What follows belongs to an exercise in optimizing a design on an open flow for small area, a short achievable clock period and few clock cycles; a production flow would make more cautious choices.
In this exercise RTL edits were held to simulation tests only and were not proved equivalent to the original.

==> flow/design.v, too long to show whole: its modules and the start of the top module <==
// module mac_pair: 202 lines
// module mac_sum: 256 lines
// module quant_tree: 409 lines
// module gemv_top: 379 lines
module gemv_top (
    input  logic        clk,
    input  logic        rst,
    input  logic        start,
    input  logic [9:0]  rows,
    input  logic [9:0]  cols,
    input  logic        x_tile_valid,
    input  logic [63:0] x_tile_in,
    output logic        x_tile_ready,
    input  logic        bias_tile_valid,
    input  logic [63:0] bias_tile_in,
    output logic        bias_tile_ready,
    input  logic        w_valid,
    input  logic [63:0] w_tile_row_in,
    output logic        w_ready,
    output logic        y_tile_valid,
    output logic [63:0] y_tile_out,
    output logic [9:0]  y_tile_idx,
    input  logic        y_tile_ready,
    output logic        tile_done,
    output logic        done
);
  // ...
==> flow/flow/run.sh <==
#!/bin/bash
# Layout flow: the standard layout (standard.sh, standard synthesis
# unchanged), with timing repair aimed at a tighter setup slack than the flow
# settings allow, gate sizing not limited to cells of the same footprint, and
# the port buffers made with buf_4. The make output goes to flow_standard.log;
# ORFS's own step logs stay under orfs/logs.
set -euo pipefail
bash standard.sh SETUP_SLACK_MARGIN=6.4 MATCH_CELL_FOOTPRINT=0 \
    "BUFFER_PORTS_ARGS=-buffer_cell sky130_fd_sc_hd__buf_4" finish > flow_standard.log 2>&1
==> flow/standard.sh <==
#!/bin/bash
# synth_recipe.tcl (not shown) runs the flow's synth.tcl, then flattens the netlist and writes it again
# the make line also repeats each setting of config.mk as NAME=value (left out here)
make -C /OpenROAD-flow-scripts/flow DESIGN_CONFIG=/design/flow/config.mk WORK_HOME=/design/flow/orfs CLKGATE_MAP_FILE= SYNTH_SCRIPT=/design/flow/synth_recipe.tcl "${@:-finish}"
==> flow/config.mk <==
export PLATFORM = sky130hd
export DESIGN_NAME = gemv_top
export DESIGN_NICKNAME = gemv_top
export VERILOG_FILES = /design/flow/design.v
export SDC_FILE = /design/flow/constraint.sdc
export NUM_CORES = 4
export LEC_CHECK = 0
export CAP_MARGIN = 20
export CORE_MARGIN = 2
export CORE_UTILIZATION = 40
export SLEW_MARGIN = 20
==> flow/constraint.sdc <==
create_clock -name core_clock -period 10.0 [get_ports {clk}]
set_input_delay 2.0000 -clock core_clock [delete_from_list [all_inputs] [get_ports {clk}]]
set_output_delay 2.0000 -clock core_clock [all_outputs]
set_load 0.01 [all_outputs]
==> out/metrics.csv, run 1 <==
stage,metric,value,unit
finish,post-layout net count,9719,
critical_path,depth of the worst register-to-register path,13,
sta,final-layout worst hold slack,0.299,ns
die,Boundary Pins,299,
detailed_routing,DRT Wirelength,259000,microns
global_route,number of global-route vias before repair,67165,
yosys,"Top FF cell, synth",sky130_fd_sc_hd__edfxtp_1,
finish,largest register by flop count,st,
yosys,distinct cell type count after synthesis,88,
yosys,fraction of the mapped netlist area in simple logic gates,0.0308,
finish,multi-input gate share of total cell area,0.251,
critical_path,worst-path cell with the longest stage delay,sky130_fd_sc_hd__fa_1,
global_route,largest net degree at the start of global routing,191,
status,status,timing/DRC/antenna clean,
sta,slew of the pin with the lowest slew margin,1.09,ns
finish,fraction of cell area in non-clock buffers,0.0240,
critical_path,Critical Path Source Type,flop,
finish,multi-input gates,3926,
yosys,xor-xnor portion of the synthesized cell area,0.0478,
placed_design,worst setup timing slack at the placement stage,5.62,ns
yosys,cell types occupying the most area after synthesis,"sky130_fd_sc_hd__edfxtp_1 44%, sky130_fd_sc_hd__dfxtp_1 23%, sky130_fd_sc_hd__fa_1 6.8%, sky130_fd_sc_hd__mux2_2 3.1%, sky130_fd_sc_hd__ha_1 2.9%",
critical_path,end point of the critical path,asm_r[53],
finish,final cell count without fillers,13230,
detailed_routing,Starting DRT DRC Count,5493,
detailed_routing,number of antenna-violating nets in the routed design,0,
min_path,worst hold endpoint,xr[8][14],
finish,Layout Cell Area excl Fill,147000,sq um
critical_path,r2r setup slk,6.29,ns
detailed_routing,overall via count from detail_route,65798,
finish,clk_buf instances,459,
placed_design,DP Wirelength,172000,microns
yosys,Compound-Gate Fraction of Synth Area,0.0694,
detailed_routing,metal1 wirelength,118000,microns
critical_path,maximum fanout encountered on the critical timing path,8,
sta,final count of hold timing violations,0,
yosys,number of synthesized register bits,3423,
die,chip height,570,microns
finish,utilization of the core after routing,0.462,
sta,setup repair after global routing missed its margin,yes,
critical_path,type of element capturing the critical path,flop,
yosys,async set or reset register ratio after synthesis,0.0175,
finish,inverters,639,
sta,final critical delay including setup and external delays,3.71,ns
finish,number of sequential cells in the layout,3423,
critical_path,worst setup path start,qd[9],
Testbench counts, summed over its fixed seeds: cycles 10,902.
==> run 2, diff against run 1 <==
--- a/flow/design.v
+++ b/flow/design.v
@@ -203,258 +203,345 @@
 module mac_sum (
     input  wire [16:0] s0, c0, s1, c1, s2, c2, s3, c3,
     input  wire [7:0]  b,
+    input  wire [22:0] as, ac,
     output wire [22:0] s, c
 );
     wire t0;
-    wire t1, t2, t3, t4, t5, t6, t7, t8, t9, t10, t11, t12, t13, t14, t15, t16, t17, t18, t19, t20, t21, t22, t23, t24, t25, t26, t27, t28, t29, t30, t31, t32, t33, t34, t35, t36, t37, t38, t39, t40, t41, t42, t43, t44, t45, t46, t47, t48, t49, t50, t51, t52, t53, t54, t55, t56, t57, t58, t59, t60, t61, t62, t63, t64, t65, t66, t67, t68, t69, t70, t71, t72, t73, t74, t75, t76, t77, t78, t79, t80, t81, t82, t83, t84, t85, t86, t87, t88, t89, t90, t91, t92, t93, t94, t95, t96, t97, t98, t99, t100, t101, t102, t103, t104, t105, t106, t107, t108, t109, t110, t111, t112, t113, t114, t115, t116, t117, t118, t119, t120, t121, t122, t123, t124, t125, t126, t127, t128, t129, t130, t131, t132, t133, t134, t135, t136, t137, t138, t139, t140, t141, t142, t143, t144, t145, t146, t147, t148, t149, t150, t151, t152, t153, t154, t155, t156, t157, t158, t159, t160, t161, t162, t163, t164, t165, t166, t167, t168, t169, t170, t171, t172, t173, t174, t175, t176, t177, t178, t179, t180, t181, t182, t183, t184, t185, t186, t187, t188, t189, t190, t191, t192, t193, t194, t195, t196, t197, t198, t199, t200, t201, t202, t203, t204, t205, t206, t207, t208, t209, t210, t211, t212, t213, t214, t215, t216, t217, t218, t219, t220, t221, t222, t223, t224, t225, t226, t227, t228, t229, t230, t231, t232, t233, t234, t235, t236, t237, t238, t239, t240, t241, t242, t243, t244, t245, t246;
+    wire t1, t2, t3, t4, t5, t6, t7, t8, t9, t10, t11, t12, t13, t14, t15, t16, t17, t18, t19, t20, t21, t22, t23, t24, t25, t26, t27, t28, t29, t30, t31, t32, t33, t34, t35, t36, t37, t38, t39, t40, t41, t42, t43, t44, t45, t46, t47, t48, t49, t50, t51, t52, t53, t54, t55, t56, t57, t58, t59, t60, t61, t62, t63, t64, t65, t66, t67, t68, t69, t70, t71, t72, t73, t74, t75, t76, t77, t78, t79, t80, t81, t82, t83, t84, t85, t86, t87, t88, t89, t90, t91, t92, t93, t94, t95, t96, t97, t98, t99, t100, t101, t102, t103, t104, t105, t106, t107, t108, t109, t110, t111, t112, t113, t114, t115, t116, t117, t118, t119, t120, t121, t122, t123, t124, t125, t126, t127, t128, t129, t130, t131, t132, t133, t134, t135, t136, t137, t138, t139, t140, t141, t142, t143, t144, t145, t146, t147, t148, t149, t150, t151, t152, t153, t154, t155, t156, t157, t158, t159, t160, t161, t162, t163, t164, t165, t166, t167, t168, t169, t170, t171, t172, t173, t174, t175, t176, t177, t178, t179, t180, t181, t182, t183, t184, t185, t186, t187, t188, t189, t190, t191, t192, t193, t194, t195, t196, t197, t198, t199, t200, t201, t202, t203, t204, t205, t206, t207, t208, t209, t210, t211, t212, t213, t214, t215, t216, t217, t218, t219, t220, t221, t222, t223, t224, t225, t226, t227, t228, t229, t230, t231, t232, t233, t234, t235, t236, t237, t238, t239, t240, t241, t242, t243, t244, t245, t246, t247, t248, t249, t250, t251, t252, t253, t254, t255, t256, t257, t258, t259, t260, t261, t262, t263, t264, t265, t266, t267, t268, t269, t270, t271, t272, t273, t274, t275, t276, t277, t278, t279, t280, t281, t282, t283, t284, t285, t286, t287, t288, t289, t290, t291, t292, t293, t294, t295, t296, t297, t298, t299, t300, t301, t302, t303, t304, t305, t306, t307, t308, t309, t310, t311, t312, t313, t314, t315, t316, t317, t318, t319, t320, t321, t322, t323, t324, t325, t326, t327, t328, t329, t330, t331, t332;
     assign t1 = s0[0] ^ c0[0] ^ s1[0];
     assign t2 = (s0[0] & c0[0]) | (s0[0] & s1[0]) | (c0[0] & s1[0]);
     assign t3 = c1[0] ^ s2[0] ^ c2[0];
     assign t4 = (c1[0] & s2[0]) | (c1[0] & c2[0]) | (s2[0] & c2[0]);
     assign t5 = s3[0] ^ c3[0] ^ b[0];
     assign t6 = (s3[0] & c3[0]) | (s3[0] & b[0]) | (c3[0] & b[0]);
-    assign t7 = t1 ^ t3;
-    assign t8 = t1 & t3;
-    assign t9 = s0[1] ^ c0[1] ^ s1[1];
-    assign t10 = (s0[1] & c0[1]) | (s0[1] & s1[1]) | (c0[1] & s1[1]);
-    assign t11 = c1[1] ^ s2[1] ^ c2[1];
-    assign t12 = (c1[1] & s2[1]) | (c1[1] & c2[1]) | (s2[1] & c2[1]);
-    assign t13 = s3[1] ^ c3[1] ^ b[1];
-    assign t14 = (s3[1] & c3[1]) | (s3[1] & b[1]) | (c3[1] & b[1]);
-    assign t15 = t2 ^ t4 ^ t6;
-    assign t16 = (t2 & t4) | (t2 & t6) | (t4 & t6);
-    assign t17 = t9 ^ t11 ^ t13;
-    assign t18 = (t9 & t11) | (t9 & t13) | (t11 & t13);
-    assign t19 = t8 ^ t15;
-    assign t20 = t8 & t15;
-    assign t21 = s0[2] ^ c0[2] ^ s1[2];
-    assign t22 = (s0[2] & c0[2]) | (s0[2] & s1[2]) | (c0[2] & s1[2]);
-    assign t23 = c1[2] ^ s2[2] ^ c2[2];
-    assign t24 = (c1[2] & s2[2]) | (c1[2] & c2[2]) | (s2[2] & c2[2]);
-    assign t25 = s3[2] ^ c3[2] ^ b[2];
-    assign t26 = (s3[2] & c3[2]) | (s3[2] & b[2]) | (c3[2] & b[2]);
-    assign t27 = t10 ^ t12 ^ t14;
-    assign t28 = (t10 & t12) | (t10 & t14) | (t12 & t14);
-    assign t29 = t21 ^ t23 ^ t25;
-    assign t30 = (t21 & t23) | (t21 & t25) | (t23 & t25);
-    assign t31 = t16 ^ t18 ^ t27;
-    assign t32 = (t16 & t18) | (t16 & t27) | (t18 & t27);
-    assign t33 = t29 ^ t20;
-    assign t34 = t29 & t20;
-    assign t35 = s0[3] ^ c0[3] ^ s1[3];
-    assign t36 = (s0[3] & c0[3]) | (s0[3] & s1[3]) | (c0[3] & s1[3]);
-    assign t37 = c1[3] ^ s2[3] ^ c2[3];
-    assign t38 = (c1[3] & s2[3]) | (c1[3] & c2[3]) | (s2[3] & c2[3]);
-    assign t39 = s3[3] ^ c3[3] ^ b[3];
-    assign t40 = (s3[3] & c3[3]) | (s3[3] & b[3]) | (c3[3] & b[3]);
-    assign t41 = t22 ^ t24 ^ t26;
-    assign t42 = (t22 & t24) | (t22 & t26) | (t24 & t26);
-    assign t43 = t35 ^ t37 ^ t39;
-    assign t44 = (t35 & t37) | (t35 & t39) | (t37 & t39);
-    assign t45 = t28 ^ t30 ^ t41;
-    assign t46 = (t28 & t30) | (t28 & t41) | (t30 & t41);
-    assign t47 = t43 ^ t32 ^ t45;
-    assign t48 = (t43 & t32) | (t43 & t45) | (t32 & t45);
-    assign t49 = s0[4] ^ c0[4] ^ s1[4];
-    assign t50 = (s0[4] & c0[4]) | (s0[4] & s1[4]) | (c0[4] & s1[4]);
-    assign t51 = c1[4] ^ s2[4] ^ c2[4];
-    assign t52 = (c1[4] & s2[4]) | (c1[4] & c2[4]) | (s2[4] & c2[4]);
-    assign t53 = s3[4] ^ c3[4] ^ b[4];
-    assign t54 = (s3[4] & c3[4]) | (s3[4] & b[4]) | (c3[4] & b[4]);
-    assign t55 = t36 ^ t38 ^ t40;
-    assign t56 = (t36 & t38) | (t36 & t40) | (t38 & t40);
-    assign t57 = t49 ^ t51 ^ t53;
-    assign t58 = (t49 & t51) | (t49 & t53) | (t51 & t53);
-    assign t59 = t42 ^ t44 ^ t55;
-    assign t60 = (t42 & t44) | (t42 & t55) | (t44 & t55);
-    assign t61 = t57 ^ t46 ^ t59;
-    assign t62 = (t57 & t46) | (t57 & t59) | (t46 & t59);
-    assign t63 = s0[5] ^ c0[5] ^ s1[5];
-    assign t64 = (s0[5] & c0[5]) | (s0[5] & s1[5]) | (c0[5] & s1[5]);
-    assign t65 = c1[5] ^ s2[5] ^ c2[5];
-    assign t66 = (c1[5] & s2[5]) | (c1[5] & c2[5]) | (s2[5] & c2[5]);
-    assign t67 = s3[5] ^ c3[5] ^ b[5];
-    assign t68 = (s3[5] & c3[5]) | (s3[5] & b[5]) | (c3[5] & b[5]);
-    assign t69 = t50 ^ t52 ^ t54;
-    assign t70 = (t50 & t52) | (t50 & t54) | (t52 & t54);
-    assign t71 = t63 ^ t65 ^ t67;
-    assign t72 = (t63 & t65) | (t63 & t67) | (t65 & t67);
-    assign t73 = t56 ^ t58 ^ t69;
-    assign t74 = (t56 & t58) | (t56 & t69) | (t58 & t69);
-    assign t75 = t71 ^ t60 ^ t73;
-    assign t76 = (t71 & t60) | (t71 & t73) | (t60 & t73);
-    assign t77 = s0[6] ^ c0[6] ^ s1[6];
-    assign t78 = (s0[6] & c0[6]) | (s0[6] & s1[6]) | (c0[6] & s1[6]);
-    assign t79 = c1[6] ^ s2[6] ^ c2[6];
-    assign t80 = (c1[6] & s2[6]) | (c1[6] & c2[6]) | (s2[6] & c2[6]);
-    assign t81 = s3[6] ^ c3[6] ^ b[6];
-    assign t82 = (s3[6] & c3[6]) | (s3[6] & b[6]) | (c3[6] & b[6]);
-    assign t83 = t64 ^ t66 ^ t68;
-    assign t84 = (t64 & t66) | (t64 & t68) | (t66 & t68);
-    assign t85 = t77 ^ t79 ^ t81;
-    assign t86 = (t77 & t79) | (t77 & t81) | (t79 & t81);
-    assign t87 = t70 ^ t72 ^ t83;
-    assign t88 = (t70 & t72) | (t70 & t83) | (t72 & t83);
-    assign t89 = t85 ^ t74 ^ t87;
-    assign t90 = (t85 & t74) | (t85 & t87) | (t74 & t87);
-    assign t91 = s0[7] ^ c0[7] ^ s1[7];
-    assign t92 = (s0[7] & c0[7]) | (s0[7] & s1[7]) | (c0[7] & s1[7]);
-    assign t93 = c1[7] ^ s2[7] ^ c2[7];
-    assign t94 = (c1[7] & s2[7]) | (c1[7] & c2[7]) | (s2[7] & c2[7]);
-    assign t95 = s3[7] ^ c3[7] ^ 1'b1;
-    assign t96 = (s3[7] & c3[7]) | (s3[7] & 1'b1) | (c3[7] & 1'b1);
-    assign t97 = ~b[7] ^ t78 ^ t80;
-    assign t98 = (~b[7] & t78) | (~b[7] & t80) | (t78 & t80);
-    assign t99 = t82 ^ t91 ^ t93;
-    assign t100 = (t82 & t91) | (t82 & t93) | (t91 & t93);
-    assign t101 = t95 ^ t84 ^ t86;
-    assign t102 = (t95 & t84) | (t95 & t86) | (t84 & t86);
-    assign t103 = t97 ^ t99 ^ t88;
-    assign t104 = (t97 & t99) | (t97 & t88) | (t99 & t88);
-    assign t105 = t101 ^ t103;
-    assign t106 = t101 & t103;
-    assign t107 = s0[8] ^ c0[8] ^ s1[8];
-    assign t108 = (s0[8] & c0[8]) | (s0[8] & s1[8]) | (c0[8] & s1[8]);
-    assign t109 = c1[8] ^ s2[8] ^ c2[8];
-    assign t110 = (c1[8] & s2[8]) | (c1[8] & c2[8]) | (s2[8] & c2[8]);
-    assign t111 = s3[8] ^ c3[8] ^ 1'b1;
-    assign t112 = (s3[8] & c3[8]) | (s3[8] & 1'b1) | (c3[8] & 1'b1);
-    assign t113 = t92 ^ t94 ^ t96;
-    assign t114 = (t92 & t94) | (t92 & t96) | (t94 & t96);
-    assign t115 = t107 ^ t109 ^ t111;
-    assign t116 = (t107 & t109) | (t107 & t111) | (t109 & t111);
-    assign t117 = t98 ^ t100 ^ t113;
-    assign t118 = (t98 & t100) | (t98 & t113) | (t100 & t113);
-    assign t119 = t115 ^ t102 ^ t117;
-    assign t120 = (t115 & t102) | (t115 & t117) | (t102 & t117);
-    assign t121 = t104 ^ t119;
-    assign t122 = t104 & t119;
-    assign t123 = s0[9] ^ c0[9] ^ s1[9];
-    assign t124 = (s0[9] & c0[9]) | (s0[9] & s1[9]) | (c0[9] & s1[9]);
-    assign t125 = c1[9] ^ s2[9] ^ c2[9];
-    assign t126 = (c1[9] & s2[9]) | (c1[9] & c2[9]) | (s2[9] & c2[9]);
-    assign t127 = s3[9] ^ c3[9] ^ 1'b1;
-    assign t128 = (s3[9] & c3[9]) | (s3[9] & 1'b1) | (c3[9] & 1'b1);
-    assign t129 = t108 ^ t110 ^ t112;
-    assign t130 = (t108 & t110) | (t108 & t112) | (t110 & t112);
-    assign t131 = t123 ^ t125 ^ t127;
-    assign t132 = (t123 & t125) | (t123 & t127) | (t125 & t127);
-    assign t133 = t114 ^ t116 ^ t129;
-    assign t134 = (t114 & t116) | (t114 & t129) | (t116 & t129);
-    assign t135 = t131 ^ t118 ^ t133;
-    assign t136 = (t131 & t118) | (t131 & t133) | (t118 & t133);
-    assign t137 = t120 ^ t135;
-    assign t138 = t120 & t135;
-    assign t139 = s0[10] ^ c0[10] ^ s1[10];
-    assign t140 = (s0[10] & c0[10]) | (s0[10] & s1[10]) | (c0[10] & s1[10]);
-    assign t141 = c1[10] ^ s2[10] ^ c2[10];
-    assign t142 = (c1[10] & s2[10]) | (c1[10] & c2[10]) | (s2[10] & c2[10]);
-    assign t143 = s3[10] ^ c3[10] ^ 1'b1;
-    assign t144 = (s3[10] & c3[10]) | (s3[10] & 1'b1) | (c3[10] & 1'b1);
-    assign t145 = t124 ^ t126 ^ t128;
-    assign t146 = (t124 & t126) | (t124 & t128) | (t126 & t128);
-    assign t147 = t139 ^ t141 ^ t143;
-    assign t148 = (t139 & t141) | (t139 & t143) | (t141 & t143);
-    assign t149 = t130 ^ t132 ^ t145;
-    assign t150 = (t130 & t132) | (t130 & t145) | (t132 & t145);
-    assign t151 = t147 ^ t134 ^ t149;
-    assign t152 = (t147 & t134) | (t147 & t149) | (t134 & t149);
-    assign t153 = t136 ^ t151;
-    assign t154 = t136 & t151;
-    assign t155 = s0[11] ^ c0[11] ^ s1[11];
-    assign t156 = (s0[11] & c0[11]) | (s0[11] & s1[11]) | (c0[11] & s1[11]);
-    assign t157 = c1[11] ^ s2[11] ^ c2[11];
-    assign t158 = (c1[11] & s2[11]) | (c1[11] & c2[11]) | (s2[11] & c2[11]);
-    assign t159 = s3[11] ^ c3[11] ^ t140;
-    assign t160 = (s3[11] & c3[11]) | (s3[11] & t140) | (c3[11] & t140);
-    assign t161 = t142 ^ t144 ^ t155;
-    assign t162 = (t142 & t144) | (t142 & t155) | (t144 & t155);
-    assign t163 = t157 ^ t146 ^ t148;
-    assign t164 = (t157 & t146) | (t157 & t148) | (t146 & t148);
-    assign t165 = t159 ^ t161 ^ t150;
-    assign t166 = (t159 & t161) | (t159 & t150) | (t161 & t150);
-    assign t167 = t163 ^ t165 ^ t152;
-    assign t168 = (t163 & t165) | (t163 & t152) | (t165 & t152);
-    assign t169 = s0[12] ^ c0[12] ^ s1[12];
-    assign t170 = (s0[12] & c0[12]) | (s0[12] & s1[12]) | (c0[12] & s1[12]);
-    assign t171 = c1[12] ^ s2[12] ^ c2[12];
-    assign t172 = (c1[12] & s2[12]) | (c1[12] & c2[12]) | (s2[12] & c2[12]);
-    assign t173 = s3[12] ^ c3[12] ^ 1'b1;
-    assign t174 = (s3[12] & c3[12]) | (s3[12] & 1'b1) | (c3[12] & 1'b1);
-    assign t175 = t156 ^ t158 ^ t169;
-    assign t176 = (t156 & t158) | (t156 & t169) | (t158 & t169);
-    assign t177 = t171 ^ t173 ^ t160;
-    assign t178 = (t171 & t173) | (t171 & t160) | (t173 & t160);
-    assign t179 = t162 ^ t175 ^ t164;
-    assign t180 = (t162 & t175) | (t162 & t164) | (t175 & t164);
-    assign t181 = t177 ^ t166 ^ t179;
-    assign t182 = (t177 & t166) | (t177 & t179) | (t166 & t179);
-    assign t183 = s0[13] ^ c0[13] ^ s1[13];
-    assign t184 = (s0[13] & c0[13]) | (s0[13] & s1[13]) | (c0[13] & s1[13]);
-    assign t185 = c1[13] ^ s2[13] ^ c2[13];
-    assign t186 = (c1[13] & s2[13]) | (c1[13] & c2[13]) | (s2[13] & c2[13]);
-    assign t187 = s3[13] ^ c3[13] ^ t170;
-    assign t188 = (s3[13] & c3[13]) | (s3[13] & t170) | (c3[13] & t170);
-    assign t189 = t172 ^ t174 ^ t183;
-    assign t190 = (t172 & t174) | (t172 & t183) | (t174 & t183);
-    assign t191 = t185 ^ t176 ^ t187;
-    assign t192 = (t185 & t176) | (t185 & t187) | (t176 & t187);
-    assign t193 = t189 ^ t178 ^ t191;
-    assign t194 = (t189 & t178) | (t189 & t191) | (t178 & t191);
-    assign t195 = t180 ^ t193;
-    assign t196 = t180 & t193;
-    assign t197 = s0[14] ^ c0[14] ^ s1[14];
-    assign t198 = (s0[14] & c0[14]) | (s0[14] & s1[14]) | (c0[14] & s1[14]);
-    assign t199 = c1[14] ^ s2[14] ^ c2[14];
-    assign t200 = (c1[14] & s2[14]) | (c1[14] & c2[14]) | (s2[14] & c2[14]);
-    assign t201 = s3[14] ^ c3[14] ^ 1'b1;
-    assign t202 = (s3[14] & c3[14]) | (s3[14] & 1'b1) | (c3[14] & 1'b1);
-    assign t203 = t184 ^ t186 ^ t197;
-    assign t204 = (t184 & t186) | (t184 & t197) | (t186 & t197);
-    assign t205 = t199 ^ t201 ^ t188;
-    assign t206 = (t199 & t201) | (t199 & t188) | (t201 & t188);
-    assign t207 = t190 ^ t203 ^ t192;
-    assign t208 = (t190 & t203) | (t190 & t192) | (t203 & t192);
-    assign t209 = t205 ^ t207 ^ t194;
-    assign t210 = (t205 & t207) | (t205 & t194) | (t207 & t194);
-    assign t211 = s0[15] ^ c0[15] ^ s1[15];
-    assign t212 = (s0[15] & c0[15]) | (s0[15] & s1[15]) | (c0[15] & s1[15]);
-    assign t213 = c1[15] ^ s2[15] ^ c2[15];
-    assign t214 = (c1[15] & s2[15]) | (c1[15] & c2[15]) | (s2[15] & c2[15]);
-    assign t215 = s3[15] ^ c3[15] ^ t198;
-    assign t216 = (s3[15] & c3[15]) | (s3[15] & t198) | (c3[15] & t198);
-    assign t217 = t200 ^ t202 ^ t211;
-    assign t218 = (t200 & t202) | (t200 & t211) | (t202 & t211);
-    assign t219 = t213 ^ t204 ^ t215;
-    assign t220 = (t213 & t204) | (t213 & t215) | (t204 & t215);
-    assign t221 = t217 ^ t206 ^ t219;
-    assign t222 = (t217 & t206) | (t217 & t219) | (t206 & t219);
-    assign t223 = t208 ^ t221;
-    assign t224 = t208 & t221;
-    assign t225 = s0[16] ^ c0[16] ^ s1[16];
-    assign t226 = (s0[16] & c0[16]) | (s0[16] & s1[16]) | (c0[16] & s1[16]);
-    assign t227 = c1[16] ^ s2[16] ^ c2[16];
-    assign t228 = (c1[16] & s2[16]) | (c1[16] & c2[16]) | (s2[16] & c2[16]);
-    assign t229 = s3[16] ^ c3[16] ^ 1'b1;
-    assign t230 = (s3[16] & c3[16]) | (s3[16] & 1'b1) | (c3[16] & 1'b1);
-    assign t231 = t212 ^ t214 ^ t225;
-    assign t232 = (t212 & t214) | (t212 & t225) | (t214 & t225);
-    assign t233 = t227 ^ t229 ^ t216;
-    assign t234 = (t227 & t229) | (t227 & t216) | (t229 & t216);
-    assign t235 = t218 ^ t231 ^ t220;
-    assign t236 = (t218 & t231) | (t218 & t220) | (t231 & t220);
-    assign t237 = t233 ^ t235 ^ t222;
-    assign t238 = (t233 & t235) | (t233 & t222) | (t235 & t222);
-    assign t239 = t226 ^ t228 ^ t230;
-    assign t240 = (t226 & t228) | (t226 & t230) | (t228 & t230);
-    assign t241 = t232 ^ t239 ^ t234;
-    assign t242 = (t232 & t239) | (t232 & t234) | (t239 & t234);
-    assign t243 = t236 ^ t241;
-    assign t244 = t236 & t241;
-    assign t245 = 1'b1 ^ t240 ^ t242;
-    assign t246 = (1'b1 & t240) | (1'b1 & t242) | (t240 & t242);
-    assign s = {1'b1, 1'b1, 1'b1, 1'b1, t244, t238, t224, t210, t196, t182, t168, t154, t138, t122, t106, t90, t76, t62, t48, t34, t31, t17, t5};
-    assign c = {1'b0, 1'b0, 1'b0, t246, t245, t243, t237, t223, t209, t195, t181, t167, t153, t137, t121, t105, t89, t75, t61, t47, t33, t19, t7};
+    assign t7 = as[0] ^ ac[0] ^ t1;
+    assign t8 = (as[0] & ac[0]) | (as[0] & t1) | (ac[0] & t1);
+    assign t9 = t3 ^ t5;
+    assign t10 = t3 & t5;
+    assign t11 = s0[1] ^ c0[1] ^ s1[1];
+    assign t12 = (s0[1] & c0[1]) | (s0[1] & s1[1]) | (c0[1] & s1[1]);
+    assign t13 = c1[1] ^ s2[1] ^ c2[1];
+    assign t14 = (c1[1] & s2[1]) | (c1[1] & c2[1]) | (s2[1] & c2[1]);
+    assign t15 = s3[1] ^ c3[1] ^ b[1];
+    assign t16 = (s3[1] & c3[1]) | (s3[1] & b[1]) | (c3[1] & b[1]);
+    assign t17 = as[1] ^ ac[1] ^ t2;
+    assign t18 = (as[1] & ac[1]) | (as[1] & t2) | (ac[1] & t2);
+    assign t19 = t4 ^ t6 ^ t11;
+    assign t20 = (t4 & t6) | (t4 & t11) | (t6 & t11);
+    assign t21 = t13 ^ t15 ^ t10;
+    assign t22 = (t13 & t15) | (t13 & t10) | (t15 & t10);
+    assign t23 = t8 ^ t17 ^ t19;
+    assign t24 = (t8 & t17) | (t8 & t19) | (t17 & t19);
+    assign t25 = s0[2] ^ c0[2] ^ s1[2];
+    assign t26 = (s0[2] & c0[2]) | (s0[2] & s1[2]) | (c0[2] & s1[2]);
+    assign t27 = c1[2] ^ s2[2] ^ c2[2];
+    assign t28 = (c1[2] & s2[2]) | (c1[2] & c2[2]) | (s2[2] & c2[2]);
+    assign t29 = s3[2] ^ c3[2] ^ b[2];
+    assign t30 = (s3[2] & c3[2]) | (s3[2] & b[2]) | (c3[2] & b[2]);
+    assign t31 = as[2] ^ ac[2] ^ t12;
+    assign t32 = (as[2] & ac[2]) | (as[2] & t12) | (ac[2] & t12);
+    assign t33 = t14 ^ t16 ^ t25;
+    assign t34 = (t14 & t16) | (t14 & t25) | (t16 & t25);
+    assign t35 = t27 ^ t29 ^ t18;
+    assign t36 = (t27 & t29) | (t27 & t18) | (t29 & t18);
+    assign t37 = t20 ^ t31 ^ t33;
+    assign t38 = (t20 & t31) | (t20 & t33) | (t31 & t33);
+    assign t39 = t22 ^ t35 ^ t24;
+    assign t40 = (t22 & t35) | (t22 & t24) | (t35 & t24);
+    assign t41 = s0[3] ^ c0[3] ^ s1[3];
+    assign t42 = (s0[3] & c0[3]) | (s0[3] & s1[3]) | (c0[3] & s1[3]);
+    assign t43 = c1[3] ^ s2[3] ^ c2[3];
+    assign t44 = (c1[3] & s2[3]) | (c1[3] & c2[3]) | (s2[3] & c2[3]);
+    assign t45 = s3[3] ^ c3[3] ^ b[3];
+    assign t46 = (s3[3] & c3[3]) | (s3[3] & b[3]) | (c3[3] & b[3]);
+    assign t47 = as[3] ^ ac[3] ^ t26;
+    assign t48 = (as[3] & ac[3]) | (as[3] & t26) | (ac[3] & t26);
+    assign t49 = t28 ^ t30 ^ t41;
+    assign t50 = (t28 & t30) | (t28 & t41) | (t30 & t41);
+    assign t51 = t43 ^ t45 ^ t32;
+    assign t52 = (t43 & t45) | (t43 & t32) | (t45 & t32);
+    assign t53 = t34 ^ t47 ^ t49;
+    assign t54 = (t34 & t47) | (t34 & t49) | (t47 & t49);
+    assign t55 = t36 ^ t51 ^ t38;
+    assign t56 = (t36 & t51) | (t36 & t38) | (t51 & t38);
+    assign t57 = t53 ^ t40;
+    assign t58 = t53 & t40;
+    assign t59 = s0[4] ^ c0[4] ^ s1[4];
+    assign t60 = (s0[4] & c0[4]) | (s0[4] & s1[4]) | (c0[4] & s1[4]);
+    assign t61 = c1[4] ^ s2[4] ^ c2[4];
+    assign t62 = (c1[4] & s2[4]) | (c1[4] & c2[4]) | (s2[4] & c2[4]);
+    assign t63 = s3[4] ^ c3[4] ^ b[4];
+    assign t64 = (s3[4] & c3[4]) | (s3[4] & b[4]) | (c3[4] & b[4]);
+    assign t65 = as[4] ^ ac[4] ^ t42;
+    assign t66 = (as[4] & ac[4]) | (as[4] & t42) | (ac[4] & t42);
+    assign t67 = t44 ^ t46 ^ t59;
+    assign t68 = (t44 & t46) | (t44 & t59) | (t46 & t59);
+    assign t69 = t61 ^ t63 ^ t48;
+    assign t70 = (t61 & t63) | (t61 & t48) | (t63 & t48);
+    assign t71 = t50 ^ t65 ^ t67;
+    assign t72 = (t50 & t65) | (t50 & t67) | (t65 & t67);
+    assign t73 = t52 ^ t69 ^ t54;
+    assign t74 = (t52 & t69) | (t52 & t54) | (t69 & t54);
+    assign t75 = t71 ^ t56 ^ t73;
+    assign t76 = (t71 & t56) | (t71 & t73) | (t56 & t73);
+    assign t77 = s0[5] ^ c0[5] ^ s1[5];
+    assign t78 = (s0[5] & c0[5]) | (s0[5] & s1[5]) | (c0[5] & s1[5]);
+    assign t79 = c1[5] ^ s2[5] ^ c2[5];
+    assign t80 = (c1[5] & s2[5]) | (c1[5] & c2[5]) | (s2[5] & c2[5]);
+    assign t81 = s3[5] ^ c3[5] ^ b[5];
+    assign t82 = (s3[5] & c3[5]) | (s3[5] & b[5]) | (c3[5] & b[5]);
+    assign t83 = as[5] ^ ac[5] ^ t60;
+    assign t84 = (as[5] & ac[5]) | (as[5] & t60) | (ac[5] & t60);
+    assign t85 = t62 ^ t64 ^ t77;
+    assign t86 = (t62 & t64) | (t62 & t77) | (t64 & t77);
+    assign t87 = t79 ^ t81 ^ t66;
+    assign t88 = (t79 & t81) | (t79 & t66) | (t81 & t66);
+    assign t89 = t68 ^ t83 ^ t85;
+    assign t90 = (t68 & t83) | (t68 & t85) | (t83 & t85);
+    assign t91 = t70 ^ t87 ^ t72;
+    assign t92 = (t70 & t87) | (t70 & t72) | (t87 & t72);
+    assign t93 = t89 ^ t74 ^ t91;
+    assign t94 = (t89 & t74) | (t89 & t91) | (t74 & t91);
+    assign t95 = s0[6] ^ c0[6] ^ s1[6];
+    assign t96 = (s0[6] & c0[6]) | (s0[6] & s1[6]) | (c0[6] & s1[6]);
+    assign t97 = c1[6] ^ s2[6] ^ c2[6];
+    assign t98 = (c1[6] & s2[6]) | (c1[6] & c2[6]) | (s2[6] & c2[6]);
+    assign t99 = s3[6] ^ c3[6] ^ b[6];
+    assign t100 = (s3[6] & c3[6]) | (s3[6] & b[6]) | (c3[6] & b[6]);
+    assign t101 = as[6] ^ ac[6] ^ t78;
+    assign t102 = (as[6] & ac[6]) | (as[6] & t78) | (ac[6] & t78);
+    assign t103 = t80 ^ t82 ^ t95;
+    assign t104 = (t80 & t82) | (t80 & t95) | (t82 & t95);
+    assign t105 = t97 ^ t99 ^ t84;
+    assign t106 = (t97 & t99) | (t97 & t84) | (t99 & t84);
+    assign t107 = t86 ^ t101 ^ t103;
+    assign t108 = (t86 & t101) | (t86 & t103) | (t101 & t103);
+    assign t109 = t88 ^ t105 ^ t90;
+    assign t110 = (t88 & t105) | (t88 & t90) | (t105 & t90);
+    assign t111 = t107 ^ t92 ^ t109;
+    assign t112 = (t107 & t92) | (t107 & t109) | (t92 & t109);
+    assign t113 = s0[7] ^ c0[7] ^ s1[7];
+    assign t114 = (s0[7] & c0[7]) | (s0[7] & s1[7]) | (c0[7] & s1[7]);
+    assign t115 = c1[7] ^ s2[7] ^ c2[7];
+    assign t116 = (c1[7] & s2[7]) | (c1[7] & c2[7]) | (s2[7] & c2[7]);
+    assign t117 = s3[7] ^ c3[7] ^ 1'b1;
+    assign t118 = (s3[7] & c3[7]) | (s3[7] & 1'b1) | (c3[7] & 1'b1);
+    assign t119 = ~b[7] ^ as[7] ^ ac[7];
+    assign t120 = (~b[7] & as[7]) | (~b[7] & ac[7]) | (as[7] & ac[7]);
+    assign t121 = t96 ^ t98 ^ t100;
+    assign t122 = (t96 & t98) | (t96 & t100) | (t98 & t100);
+    assign t123 = t113 ^ t115 ^ t117;
+    assign t124 = (t113 & t115) | (t113 & t117) | (t115 & t117);
+    assign t125 = t119 ^ t102 ^ t104;
+    assign t126 = (t119 & t102) | (t119 & t104) | (t102 & t104);
+    assign t127 = t121 ^ t123 ^ t106;
+    assign t128 = (t121 & t123) | (t121 & t106) | (t123 & t106);
+    assign t129 = t108 ^ t125 ^ t127;
+    assign t130 = (t108 & t125) | (t108 & t127) | (t125 & t127);
+    assign t131 = t110 ^ t129;
+    assign t132 = t110 & t129;
+    assign t133 = s0[8] ^ c0[8] ^ s1[8];
+    assign t134 = (s0[8] & c0[8]) | (s0[8] & s1[8]) | (c0[8] & s1[8]);
+    assign t135 = c1[8] ^ s2[8] ^ c2[8];
+    assign t136 = (c1[8] & s2[8]) | (c1[8] & c2[8]) | (s2[8] & c2[8]);
+    assign t137 = s3[8] ^ c3[8] ^ 1'b1;
+    assign t138 = (s3[8] & c3[8]) | (s3[8] & 1'b1) | (c3[8] & 1'b1);
+    assign t139 = as[8] ^ ac[8] ^ t114;
+    assign t140 = (as[8] & ac[8]) | (as[8] & t114) | (ac[8] & t114);
+    assign t141 = t116 ^ t118 ^ t133;
+    assign t142 = (t116 & t118) | (t116 & t133) | (t118 & t133);
+    assign t143 = t135 ^ t137 ^ t120;
+    assign t144 = (t135 & t137) | (t135 & t120) | (t137 & t120);
+    assign t145 = t122 ^ t124 ^ t139;
+    assign t146 = (t122 & t124) | (t122 & t139) | (t124 & t139);
+    assign t147 = t141 ^ t143 ^ t126;
+    assign t148 = (t141 & t143) | (t141 & t126) | (t143 & t126);
+    assign t149 = t145 ^ t128 ^ t147;
+    assign t150 = (t145 & t128) | (t145 & t147) | (t128 & t147);
+    assign t151 = t130 ^ t149;
+    assign t152 = t130 & t149;
+    assign t153 = s0[9] ^ c0[9] ^ s1[9];
+    assign t154 = (s0[9] & c0[9]) | (s0[9] & s1[9]) | (c0[9] & s1[9]);
+    assign t155 = c1[9] ^ s2[9] ^ c2[9];
+    assign t156 = (c1[9] & s2[9]) | (c1[9] & c2[9]) | (s2[9] & c2[9]);
+    assign t157 = s3[9] ^ c3[9] ^ 1'b1;
+    assign t158 = (s3[9] & c3[9]) | (s3[9] & 1'b1) | (c3[9] & 1'b1);
+    assign t159 = as[9] ^ ac[9] ^ t134;
+    assign t160 = (as[9] & ac[9]) | (as[9] & t134) | (ac[9] & t134);
+    assign t161 = t136 ^ t138 ^ t153;
+    assign t162 = (t136 & t138) | (t136 & t153) | (t138 & t153);
+    assign t163 = t155 ^ t157 ^ t140;
+    assign t164 = (t155 & t157) | (t155 & t140) | (t157 & t140);
+    assign t165 = t142 ^ t159 ^ t161;
+    assign t166 = (t142 & t159) | (t142 & t161) | (t159 & t161);
+    assign t167 = t144 ^ t146 ^ t163;
+    assign t168 = (t144 & t146) | (t144 & t163) | (t146 & t163);
+    assign t169 = t165 ^ t148 ^ t167;
+    assign t170 = (t165 & t148) | (t165 & t167) | (t148 & t167);
+    assign t171 = t150 ^ t169;
+    assign t172 = t150 & t169;
+    assign t173 = s0[10] ^ c0[10] ^ s1[10];
+    assign t174 = (s0[10] & c0[10]) | (s0[10] & s1[10]) | (c0[10] & s1[10]);
+    assign t175 = c1[10] ^ s2[10] ^ c2[10];
+    assign t176 = (c1[10] & s2[10]) | (c1[10] & c2[10]) | (s2[10] & c2[10]);
+    assign t177 = s3[10] ^ c3[10] ^ 1'b1;
+    assign t178 = (s3[10] & c3[10]) | (s3[10] & 1'b1) | (c3[10] & 1'b1);
+    assign t179 = as[10] ^ ac[10] ^ t154;
+    assign t180 = (as[10] & ac[10]) | (as[10] & t154) | (ac[10] & t154);
+    assign t181 = t156 ^ t158 ^ t173;
+    assign t182 = (t156 & t158) | (t156 & t173) | (t158 & t173);
+    assign t183 = t175 ^ t177 ^ t160;
+    assign t184 = (t175 & t177) | (t175 & t160) | (t177 & t160);
+    assign t185 = t162 ^ t179 ^ t181;
+    assign t186 = (t162 & t179) | (t162 & t181) | (t179 & t181);
+    assign t187 = t164 ^ t183 ^ t166;
+    assign t188 = (t164 & t183) | (t164 & t166) | (t183 & t166);
+    assign t189 = t185 ^ t168 ^ t187;
+    assign t190 = (t185 & t168) | (t185 & t187) | (t168 & t187);
+    assign t191 = t170 ^ t189;
+    assign t192 = t170 & t189;
+    assign t193 = s0[11] ^ c0[11] ^ s1[11];
+    assign t194 = (s0[11] & c0[11]) | (s0[11] & s1[11]) | (c0[11] & s1[11]);
+    assign t195 = c1[11] ^ s2[11] ^ c2[11];
+    assign t196 = (c1[11] & s2[11]) | (c1[11] & c2[11]) | (s2[11] & c2[11]);
+    assign t197 = s3[11] ^ c3[11] ^ as[11];
+    assign t198 = (s3[11] & c3[11]) | (s3[11] & as[11]) | (c3[11] & as[11]);
+    assign t199 = ac[11] ^ t174 ^ t176;
+    assign t200 = (ac[11] & t174) | (ac[11] & t176) | (t174 & t176);
+    assign t201 = t178 ^ t193 ^ t195;
+    assign t202 = (t178 & t193) | (t178 & t195) | (t193 & t195);
+    assign t203 = t197 ^ t180 ^ t182;
+    assign t204 = (t197 & t180) | (t197 & t182) | (t180 & t182);
+    assign t205 = t199 ^ t201 ^ t184;
+    assign t206 = (t199 & t201) | (t199 & t184) | (t201 & t184);
+    assign t207 = t186 ^ t203 ^ t205;
+    assign t208 = (t186 & t203) | (t186 & t205) | (t203 & t205);
+    assign t209 = t188 ^ t207 ^ t190;
+    assign t210 = (t188 & t207) | (t188 & t190) | (t207 & t190);
+    assign t211 = s0[12] ^ c0[12] ^ s1[12];
+    assign t212 = (s0[12] & c0[12]) | (s0[12] & s1[12]) | (c0[12] & s1[12]);
+    assign t213 = c1[12] ^ s2[12] ^ c2[12];
+    assign t214 = (c1[12] & s2[12]) | (c1[12] & c2[12]) | (s2[12] & c2[12]);
+    assign t215 = s3[12] ^ c3[12] ^ 1'b1;
+    assign t216 = (s3[12] & c3[12]) | (s3[12] & 1'b1) | (c3[12] & 1'b1);
+    assign t217 = as[12] ^ ac[12] ^ t194;
+    assign t218 = (as[12] & ac[12]) | (as[12] & t194) | (ac[12] & t194);
+    assign t219 = t196 ^ t211 ^ t213;
+    assign t220 = (t196 & t211) | (t196 & t213) | (t211 & t213);
+    assign t221 = t215 ^ t198 ^ t200;
+    assign t222 = (t215 & t198) | (t215 & t200) | (t198 & t200);
+    assign t223 = t202 ^ t217 ^ t219;
+    assign t224 = (t202 & t217) | (t202 & t219) | (t217 & t219);
+    assign t225 = t204 ^ t221 ^ t223;
+    assign t226 = (t204 & t221) | (t204 & t223) | (t221 & t223);
+    assign t227 = t206 ^ t225 ^ t208;
+    assign t228 = (t206 & t225) | (t206 & t208) | (t225 & t208);
+    assign t229 = s0[13] ^ c0[13] ^ s1[13];
+    assign t230 = (s0[13] & c0[13]) | (s0[13] & s1[13]) | (c0[13] & s1[13]);
+    assign t231 = c1[13] ^ s2[13] ^ c2[13];
+    assign t232 = (c1[13] & s2[13]) | (c1[13] & c2[13]) | (s2[13] & c2[13]);
+    assign t233 = s3[13] ^ c3[13] ^ as[13];
+    assign t234 = (s3[13] & c3[13]) | (s3[13] & as[13]) | (c3[13] & as[13]);
+    assign t235 = ac[13] ^ t212 ^ t214;
+    assign t236 = (ac[13] & t212) | (ac[13] & t214) | (t212 & t214);
+    assign t237 = t216 ^ t229 ^ t231;
+    assign t238 = (t216 & t229) | (t216 & t231) | (t229 & t231);
+    assign t239 = t233 ^ t218 ^ t220;
+    assign t240 = (t233 & t218) | (t233 & t220) | (t218 & t220);
+    assign t241 = t235 ^ t237 ^ t222;
+    assign t242 = (t235 & t237) | (t235 & t222) | (t237 & t222);
+    assign t243 = t224 ^ t239 ^ t241;
+    assign t244 = (t224 & t239) | (t224 & t241) | (t239 & t241);
+    assign t245 = t226 ^ t243;
+    assign t246 = t226 & t243;
+    assign t247 = s0[14] ^ c0[14] ^ s1[14];
+    assign t248 = (s0[14] & c0[14]) | (s0[14] & s1[14]) | (c0[14] & s1[14]);
+    assign t249 = c1[14] ^ s2[14] ^ c2[14];
+    assign t250 = (c1[14] & s2[14]) | (c1[14] & c2[14]) | (s2[14] & c2[14]);
+    assign t251 = s3[14] ^ c3[14] ^ 1'b1;
+    assign t252 = (s3[14] & c3[14]) | (s3[14] & 1'b1) | (c3[14] & 1'b1);
+    assign t253 = as[14] ^ ac[14] ^ t230;
+    assign t254 = (as[14] & ac[14]) | (as[14] & t230) | (ac[14] & t230);
+    assign t255 = t232 ^ t247 ^ t249;
+    assign t256 = (t232 & t247) | (t232 & t249) | (t247 & t249);
+    assign t257 = t251 ^ t234 ^ t236;
+    assign t258 = (t251 & t234) | (t251 & t236) | (t234 & t236);
+    assign t259 = t238 ^ t253 ^ t255;
+    assign t260 = (t238 & t253) | (t238 & t255) | (t253 & t255);
+    assign t261 = t240 ^ t257 ^ t259;
+    assign t262 = (t240 & t257) | (t240 & t259) | (t257 & t259);
+    assign t263 = t242 ^ t261 ^ t244;
+    assign t264 = (t242 & t261) | (t242 & t244) | (t261 & t244);
+    assign t265 = s0[15] ^ c0[15] ^ s1[15];
+    assign t266 = (s0[15] & c0[15]) | (s0[15] & s1[15]) | (c0[15] & s1[15]);
+    assign t267 = c1[15] ^ s2[15] ^ c2[15];
+    assign t268 = (c1[15] & s2[15]) | (c1[15] & c2[15]) | (s2[15] & c2[15]);
+    assign t269 = s3[15] ^ c3[15] ^ as[15];
+    assign t270 = (s3[15] & c3[15]) | (s3[15] & as[15]) | (c3[15] & as[15]);
+    assign t271 = ac[15] ^ t248 ^ t250;
+    assign t272 = (ac[15] & t248) | (ac[15] & t250) | (t248 & t250);
+    assign t273 = t252 ^ t265 ^ t267;
+    assign t274 = (t252 & t265) | (t252 & t267) | (t265 & t267);
+    assign t275 = t269 ^ t254 ^ t256;
+    assign t276 = (t269 & t254) | (t269 & t256) | (t254 & t256);
+    assign t277 = t271 ^ t273 ^ t258;
+    assign t278 = (t271 & t273) | (t271 & t258) | (t273 & t258);
+    assign t279 = t260 ^ t275 ^ t277;
+    assign t280 = (t260 & t275) | (t260 & t277) | (t275 & t277);
+    assign t281 = t262 ^ t279;
+    assign t282 = t262 & t279;
+    assign t283 = s0[16] ^ c0[16] ^ s1[16];
+    assign t284 = (s0[16] & c0[16]) | (s0[16] & s1[16]) | (c0[16] & s1[16]);
+    assign t285 = c1[16] ^ s2[16] ^ c2[16];
+    assign t286 = (c1[16] & s2[16]) | (c1[16] & c2[16]) | (s2[16] & c2[16]);
+    assign t287 = s3[16] ^ c3[16] ^ 1'b1;
+    assign t288 = (s3[16] & c3[16]) | (s3[16] & 1'b1) | (c3[16] & 1'b1);
+    assign t289 = as[16] ^ ac[16] ^ t266;
+    assign t290 = (as[16] & ac[16]) | (as[16] & t266) | (ac[16] & t266);
+    assign t291 = t268 ^ t283 ^ t285;
+    assign t292 = (t268 & t283) | (t268 & t285) | (t283 & t285);
+    assign t293 = t287 ^ t270 ^ t272;
+    assign t294 = (t287 & t270) | (t287 & t272) | (t270 & t272);
+    assign t295 = t274 ^ t289 ^ t291;
+    assign t296 = (t274 & t289) | (t274 & t291) | (t289 & t291);
+    assign t297 = t276 ^ t293 ^ t295;
+    assign t298 = (t276 & t293) | (t276 & t295) | (t293 & t295);
+    assign t299 = t278 ^ t297 ^ t280;
+    assign t300 = (t278 & t297) | (t278 & t280) | (t297 & t280);
+    assign t301 = as[17] ^ ac[17] ^ t284;
+    assign t302 = (as[17] & ac[17]) | (as[17] & t284) | (ac[17] & t284);
+    assign t303 = t286 ^ t288 ^ t290;
+    assign t304 = (t286 & t288) | (t286 & t290) | (t288 & t290);
+    assign t305 = t292 ^ t301 ^ t294;
+    assign t306 = (t292 & t301) | (t292 & t294) | (t301 & t294);
+    assign t307 = t303 ^ t296 ^ t305;
+    assign t308 = (t303 & t296) | (t303 & t305) | (t296 & t305);
+    assign t309 = t298 ^ t307;
+    assign t310 = t298 & t307;
+    assign t311 = 1'b1 ^ as[18] ^ ac[18];
+    assign t312 = (1'b1 & as[18]) | (1'b1 & ac[18]) | (as[18] & ac[18]);
+    assign t313 = t311 ^ t302 ^ t304;
+    assign t314 = (t311 & t302) | (t311 & t304) | (t302 & t304);
+    assign t315 = t306 ^ t313 ^ t308;
+    assign t316 = (t306 & t313) | (t306 & t308) | (t313 & t308);
+    assign t317 = 1'b1 ^ as[19] ^ ac[19];
+    assign t318 = (1'b1 & as[19]) | (1'b1 & ac[19]) | (as[19] & ac[19]);
+    assign t319 = t312 ^ t317 ^ t314;
+    assign t320 = (t312 & t317) | (t312 & t314) | (t317 & t314);
+    assign t321 = 1'b1 ^ as[20] ^ ac[20];
+    assign t322 = (1'b1 & as[20]) | (1'b1 & ac[20]) | (as[20] & ac[20]);
+    assign t323 = t318 ^ t321;
+    assign t324 = t318 & t321;
+    assign t325 = 1'b1 ^ as[21] ^ ac[21];
+    assign t326 = (1'b1 & as[21]) | (1'b1 & ac[21]) | (as[21] & ac[21]);
+    assign t327 = t322 ^ t325;
+    assign t328 = t322 & t325;
+    assign t329 = 1'b1 ^ as[22] ^ ac[22];
+    assign t330 = (1'b1 & as[22]) | (1'b1 & ac[22]) | (as[22] & ac[22]);
+    assign t331 = t326 ^ t329;
+    assign t332 = t326 & t329;
+    assign s = {t328, t324, t320, t316, t310, t300, t282, t264, t246, t228, t210, t192, t172, t152, t132, t112, t94, t76, t58, t55, t37, t21, t7};
+    assign c = {t331, t327, t323, t319, t315, t309, t299, t281, t263, t245, t227, t209, t191, t171, t151, t131, t111, t93, t75, t57, t39, t23, t9};
 endmodule
 module quant_tree (
     input  wire [39:0] e,         
@@ -969,8 +1056,7 @@
     logic [7:0]  b1;
     logic        v2, f2, l2;
     logic [7:0]  b2;
-    logic        v3, f3, l3;
-    logic        rd4, rd5;
+    logic        rd3, rd4;
     logic [22:0] as_r, ac_r;     
     assign tile_done = v1;
     function automatic [11:0] booth4(input [7:0] w);
@@ -989,14 +1075,13 @@
         l1 <= tw_last;
         b1 <= breg[8*rw[2:0] +: 8];
         f2 <= f1; l2 <= l1; b2 <= b1;
-        f3 <= f2; l3 <= l2;
     end
     localparam int PW = 17;
     logic [PW-1:0] ps [0:3];
     logic [PW-1:0] pc [0:3];
     logic [PW-1:0] ps_n [0:3];
     logic [PW-1:0] pc_n [0:3];
-    logic [22:0]   ts, tc, ts_n, tc_n;
+    logic [22:0]   as_n, ac_n;
     for (genvar k = 0; k < 4; k++) begin : g_pair
         mac_pair u_pair (
             .x0(xr[1][16*k +: 8]), .x1(xr[1][16*k+8 +: 8]),
@@ -1008,26 +1093,18 @@
         .s0(ps[0]), .c0(pc[0]), .s1(ps[1]), .c1(pc[1]),
         .s2(ps[2]), .c2(pc[2]), .s3(ps[3]), .c3(pc[3]),
         .b(f2 ? b2 : 8'd0),
-        .s(ts_n), .c(tc_n)
+        .as(f2 ? 23'd0 : as_r), .ac(f2 ? 23'd0 : ac_r),
+        .s(as_n), .c(ac_n)
     );
-    wire [22:0] ga  = f3 ? 23'd0 : as_r;
-    wire [22:0] gc  = f3 ? 23'd0 : ac_r;
-    wire [22:0] a3s = ga ^ gc ^ ts;
-    wire [22:0] a3c = (ga & gc) | (ga & ts) | (gc & ts);
-    wire [22:0] a3d = {a3c[21:0], 1'b0};
-    wire [22:0] a4s = a3s ^ a3d ^ tc;
-    wire [22:0] a4c = (a3s & a3d) | (a3s & tc) | (a3d & tc);
     wire [22:0] acc = as_r + ac_r;    
     always_ff @(posedge clk) begin
         for (int k = 0; k < 4; k++) begin
             ps[k] <= ps_n[k];
             pc[k] <= pc_n[k];
         end
-        ts <= ts_n;
-        tc <= tc_n;
-        if (v3) begin            
-            as_r <= a4s;
-            ac_r <= {a4c[21:0], 1'b0};
+        if (v2) begin
+            as_r <= as_n;
+            ac_r <= ac_n;
         end
     end
     logic signed [22:0] st [0:63];
@@ -1057,7 +1134,7 @@
     end
     logic [22:0] maxkey;
     wire  [22:0] key = st[0][22] ? {~st[0][21:0], 1'b1} : {st[0][21:0], 1'b0};
-    wire         kup = rd5 & (key > maxkey);
+    wire         kup = rd4 & (key > maxkey);
     logic        mku;        
     logic        dinit;      
     logic [21:0] dM;
@@ -1074,7 +1151,7 @@
     end
     wire [4:0]  nit  = 5'd31 - msb;                          
     wire [31:0] kshr = 32'h7F000000 >> nit;                  
-    wire        kb   = (dcnt >= 5'd25);                      
+    logic       kb;                                          
     wire [22:0] r2   = {drem, kb};
     wire [23:0] dif  = {1'b0, r2} - {2'b0, dM};
     wire        qb   = ~dif[23];
@@ -1091,6 +1168,7 @@
             dq   <= {dq[29:0], qb};
         end
         dq3 <= {1'b0, dq} + {dq, 1'b0};
+        kb  <= dinit ? (nit >= 5'd25) : (dcnt >= 5'd26);      
     end
     logic        qph;        
     logic [2:0]  ecnt;       
@@ -1121,7 +1199,7 @@
         end
     endfunction
     wire [6:0] qi_n    = qi + {6'd0, iss};
-    wire       iss_n   = (qph | (ecnt == 3'd6)) & ~mku & ~dinit & (dcnt <= 5'd1)
+    wire       iss_n   = (qph | (ecnt == 3'd4)) & ~kup & ~mku & ~dinit & (dcnt <= 5'd1)
                        & (qi_n <= {1'b0, rm1}) & ({1'b0, qi_n[5:3]} <= tx + 4'd1);
     quant_tree u_qt (.e(qe), .q({1'b0, dq}), .q3(dq3), .s(qs_n), .c(qc_n), .d(qd_n));
     wire [31:0] q3s   = qs ^ qc ^ qd;
@@ -1151,7 +1229,7 @@
             kx <= '0; xall <= 1'b0;
             tw <= '0; rw <= '0; wact <= 1'b0; brd <= '0;
             iss <= 1'b0; sh <= 1'b0;
-            v1 <= 1'b0; v2 <= 1'b0; v3 <= 1'b0; rd4 <= 1'b0; rd5 <= 1'b0;
+            v1 <= 1'b0; v2 <= 1'b0; rd3 <= 1'b0; rd4 <= 1'b0;
             mku <= 1'b0; dinit <= 1'b0; dcnt <= '0;
             qph <= 1'b0; ecnt <= '0; qi <= '0; tx <= '0;
             qv1 <= 1'b0; qv2 <= 1'b0; acomp <= 1'b0;
@@ -1186,11 +1264,11 @@
                 brd  <= brd + {3'd0, bf};
                 brdy <= brdy_n;
                 if (wf & w_end) ecnt <= 3'd1;
-                else if (ecnt != 3'd0 && ecnt != 3'd7) ecnt <= ecnt + 3'd1;
-                if (ecnt == 3'd6) qph <= 1'b1;
+                else if (ecnt != 3'd0 && ecnt != 3'd5) ecnt <= ecnt + 3'd1;
+                if (ecnt == 3'd4) qph <= 1'b1;
                 qi  <= qi_n;
                 iss <= iss_n;
-                sh  <= (v3 & l3) | (ecnt == 3'd4) | iss_n;    
+                sh  <= (v2 & l2) | (ecnt == 3'd3) | iss_n;    
                 if (yf) tx <= tx + 4'd1;
                 if (ymove) begin
                     yvld <= 1'b1;
@@ -1210,9 +1288,8 @@
             end
             v1  <= wf;
             v2  <= v1;
-            v3  <= v2;
-            rd4 <= v3 & l3;
-            rd5 <= rd4;
+            rd3 <= v2 & l2;
+            rd4 <= rd3;
             qv1 <= iss;
             qv2 <= qv1;
         end
--- a/flow/config.mk
+++ b/flow/config.mk
@@ -8,4 +8,7 @@
 export CAP_MARGIN = 20
 export CORE_MARGIN = 2
 export CORE_UTILIZATION = 40
+export CTS_BUF_LIST = sky130_fd_sc_hd__clkbuf_8 sky130_fd_sc_hd__clkbuf_16
+export CTS_CLUSTER_DIAMETER = 60
+export CTS_CLUSTER_SIZE = 35
 export SLEW_MARGIN = 20
==> run 2 against run 1 <==
Effect of this change:
- clock skew rose by 0.0096 ns
- flip-flop and latch count decreased by 38
- sequential share of layout area rose by 1.3 points
- still clean on timing, DRC and antenna
- fmax is 5.8% higher
- non-clock buffer count decreased by 49
- global-route usage is 0.12 points lower
- register-to-register slack improved by 0.20 ns
- largest cell class unchanged
- critical path depth fell by 3
- wire length fell by 1.1%
- design area shrank 3.0%
==> out/metrics.csv, run 2 <==
stage,metric,value,unit,change
clock_network,CTS Hold Buffers Added,0,,
sta,total setup violations reported at the end of the flow,0,,
global_route,Global Route Usage Sum,0.156,,
sta,final critical delay including setup and external delays,3.50,ns,-0.204 ns
global_route,met1 Use GR,0.212,,
sta,Slew Limit Fails,0,,
clock_network,number of buffers inserted during clock tree synthesis,208,,
sta,slew of the pin with the lowest slew margin,1.25,ns,+0.165 ns
placed_design,global placer's final weighted congestion,0.865,,
critical_path,type of element capturing the critical path,flop,,
detailed_routing,Starting DRT DRC Count,5601,,+2.0%
clock_network,maximum buffer depth of the clock tree,4,,
yosys,cell types occupying the most area after synthesis,"sky130_fd_sc_hd__edfxtp_1 44%, sky130_fd_sc_hd__dfxtp_1 23%, sky130_fd_sc_hd__fa_1 6.7%, sky130_fd_sc_hd__ha_1 3.0%, sky130_fd_sc_hd__xnor2_1 2.9%",,
die,chip height,569,microns,-0.15%
global_route,met2 track demand over resource,0.258,,
yosys,area share of the largest cell type after synthesis,0.440,,
detailed_routing,remaining design rule violation count,0,,
finish,"commonest cells after routing, fill and taps aside","1868 x sky130_fd_sc_hd__edfxtp_1, 1429 x sky130_fd_sc_hd__dfxtp_1, 596 x sky130_fd_sc_hd__inv_1",,
clock_network,clock transition time at the flip-flop clock pins of the worst setup and hold paths,0.12,ns,
sta,setup repair after global routing missed its margin,yes,,
sta,final count of hold timing violations,0,,unchanged
yosys,cell types with the highest counts after synthesis,"1868 x sky130_fd_sc_hd__edfxtp_1, 1458 x sky130_fd_sc_hd__dfxtp_1, 592 x sky130_fd_sc_hd__inv_1",,
die,floorplan core area,318000,sq um,
critical_path,worst-path cell chain,a22oi_1 -> xnor2_1 -> fa_1 -> inv_1 -> fa_1 -> inv_1 -> fa_1 -> fa_1 -> inv_1 -> ha_1,,
critical_path,CP arrival,4.31,ns,
flow_run,number of max-cap violations,0,,
detailed_routing,number of antenna-violating nets in the routed design,0,,unchanged
sta,relative slew slack,0.164,,
finish,"most common cell after layout, fill and taps aside",sky130_fd_sc_hd__edfxtp_1,,
finish,layout cells sized above 1,0.142,,
global_route,met3 Usage GRT,0.0257,,
critical_path,CP most frequent cell,sky130_fd_sc_hd__fa_1,,
yosys,biggest area consumer among synthesized cells,sky130_fd_sc_hd__edfxtp_1,,
min_path,classification of the worst-slack hold path,flop to flop,,
die,Die ar.,323000,sq um,
placed_design,count of input and output buffers,285,,
global_route,most crowded layer after global routing,met2,,
sta,final critical-path share of the clock period,0.350,,
yosys,"Top FF cell, synth",sky130_fd_sc_hd__edfxtp_1,,
critical_path,required time of the worst setup path,10.80,ns,
finish,fill cell count,27700,,
critical_path,peak per-stage delay on the critical path,0.71,ns,
global_route,number of antenna violations at the first check in global routing,19,,
critical_path,Critical Path Source Type,flop,,
yosys,async set or reset register ratio after synthesis,0.0174,,-0.0000986
yosys,Avg Synthesized Cell Area,15.2,sq um,
finish,post-layout net count,9513,,-2.1%
clock_network,maximum level of the CTS H-tree,4,,
global_route,number of global-route vias before repair,65124,,-3.0%
detailed_routing,DRT Wirelength,257000,microns,-1.1%
global_route,first-pass GRT wire length,394000,microns,
clock_network,clock latency on the worst-skew pair,0.93,ns,
finish,largest registers,"st (1472), xr (1024), we (96)",,
die,horizontal die dimension,569,microns,
detailed_routing,detailed-route vias per instance,4.97,,
clock_network,TritonCTS clock tree,done,,
detailed_routing,DRT Pass-1 Iters,9,,
finish,largest register by flop count,st,,
sta,final-layout worst hold slack,0.307,ns,+0.00746 ns
status,status,timing/DRC/antenna clean,,
yosys,number of synthesized register bits,3385,,-1.1%
critical_path,maximum fanout encountered on the critical timing path,10,,+2
critical_path,WS Path Type,flop to flop,,
global_route,largest net degree at the start of global routing,205,,+7.3%
finish,number of flip-flops under the largest register name,1472,,
placed_design,DP Wirelength,176000,microns,+2.7%
yosys,cell area after technology mapping,128000,sq um,
clock_network,CTS sink cnt,3385,,
die,# rows,207,,
sta,clock skew after layout,0.0669,ns,
yosys,sequential fraction of the synthesis area,0.680,,
global_route,total grt overflow,0,,
sta,post-route setup TNS,0,ns,
die,Initial Util,0.402,,
detailed_routing,overall via count from detail_route,64217,,-2.4%
clock_network,CTS root buf,sky130_fd_sc_hd__clkbuf_16,,
yosys,number of enable-type register cells in the synthesized netlist,1868,,
yosys,total number of yosys warnings,11,,
yosys,cells after synthesis,8383,,
detailed_routing,routed wire length per instance,19.8,microns,
sta,f_max,0.286,GHz,
yosys,distinct cell type count after synthesis,88,,unchanged
finish,area added between synthesis and finish,11.8,%,
die,Boundary Pins,299,,unchanged
yosys,most numerous cell in the Yosys netlist,sky130_fd_sc_hd__edfxtp_1,,
critical_path,worst-path cell with the longest stage delay,sky130_fd_sc_hd__dfxtp_1,,
==> run 2: timing repair <==
action / CTS / global route
buffers inserted: 8 / 6
setup endpoints to repair: 69 / 46
pin swaps: 8 / 6
cloned: 0 / 0
resized for setup: 27 / 47
==> run 2: cells by family (layout without fill, tap and decap cells) <==
| family | after synthesis | in the layout | synth area share |
|---|---|---|---|
| muxes | 471 | 471 | 0.0441 |
| adders and majority gates | 731 | 731 | 0.0970 |
| other | 1 | 14 | 0.0000294 |
| AOI/OAI and AO/OA | 1180 | 1180 | 0.0665 |
| buffers and inverters | 1038 | 1391 | 0.0311 |
| and+or+nand+nor | 883 | 883 | 0.0334 |
| xor gates and xnor gates | 694 | 694 | 0.0477 |
| DFF | 3385 | 3385 | 0.680 |
==> run 2: final timing paths <==
kind	startpoint	to	slack (ns)	depth (start not counted)
max in group asynchronous	rst	sh	7.95	3
hold reg to reg	xr[0][9]	xr[1][9]	0.31	0
min in group asynchronous	rst	cfg	1.36	3
setup reg to reg	xr[1][11]	pc[0][8]	6.50	10
setup / recovery	xr[1][11]	pc[0][8]	6.50	10
hold / removal	xr[0][9]	xr[1][9]	0.31	0
==> run 2: routing by layer <==
layer,routed length [microns],up-vias
met1,116000,32407
met2,122000,1431
met5,126,-
li1,-,29977
met4,6250,20
met3,12300,382
==> run 2: cell type report <==
class	instances	area (sq um)	area share
inverter	610	2290	0.0161
tap	4180	5230	0.0367
sequential	3385	86800	0.609
antenna	7	17.5	0.000123
multi-input combinational	3966	37100	0.260
timing repair buffer	392	3060	0.0214
clock buffer	212	5280	0.0370
clock inverter	177	2830	0.0198
==> run 2: per-stage QoR <==
stage / instances / setup slack [ns] / area, sq um / util
after CTS: 12915 / 6.41 / 142000 / 0.448
after global routing: 12927 / 6.40 / 143000 / 0.449
after global placement: 12518 / 5.69 / 134000 / 0.422
after floorplan: 8389 / -7.79 / 128000 / -
final: 12929 / 6.50 / 143000 / 0.449
after detailed placement: 12518 / 5.61 / 134000 / 0.422
==> run 2: worst max-delay path: cells and delay by family (launching register included) <==
family	cells	cell delay (ns)
compound gates	1	0.17
xor+xnor	1	0.18
buf+inv	3	0.18
flops	1	0.71
fa+ha+maj	5	2.13
Testbench counts of run 2, summed over its fixed seeds: cycles 10,859.

==> afterwards: timing with drivers on the ports <==
The flow's constraints put no driver on any port. The routed layouts listed below were extracted and timed again, unchanged, in two steps. Step 1 assumes that a clkbuf_16 drives the clock port and a buf_2 every other input. Step 2 moves the port delays by t, midway between the first and last clock arrival at a register: inputs arrive t later, outputs are due t later. That takes back most of the time a late clock gives input paths. Slacks: ideal / step 1 / step 2; pairs: ideal / step 1.
| run | t, ns | slack for setup (ns) | worst setup path after step 2 |
|---|---|---|---|
| run 1 | 0.949 | 6.294 / 6.294 / 6.294 | register to register |
| run 2 | 0.999 | 6.498 / 6.395 / 6.276 | input to register |
After both steps every run listed still meets setup and hold. For run 2, which loses most, drivers alone change the setup slack by -0.103 ns; drivers and shift together by -0.222 ns.
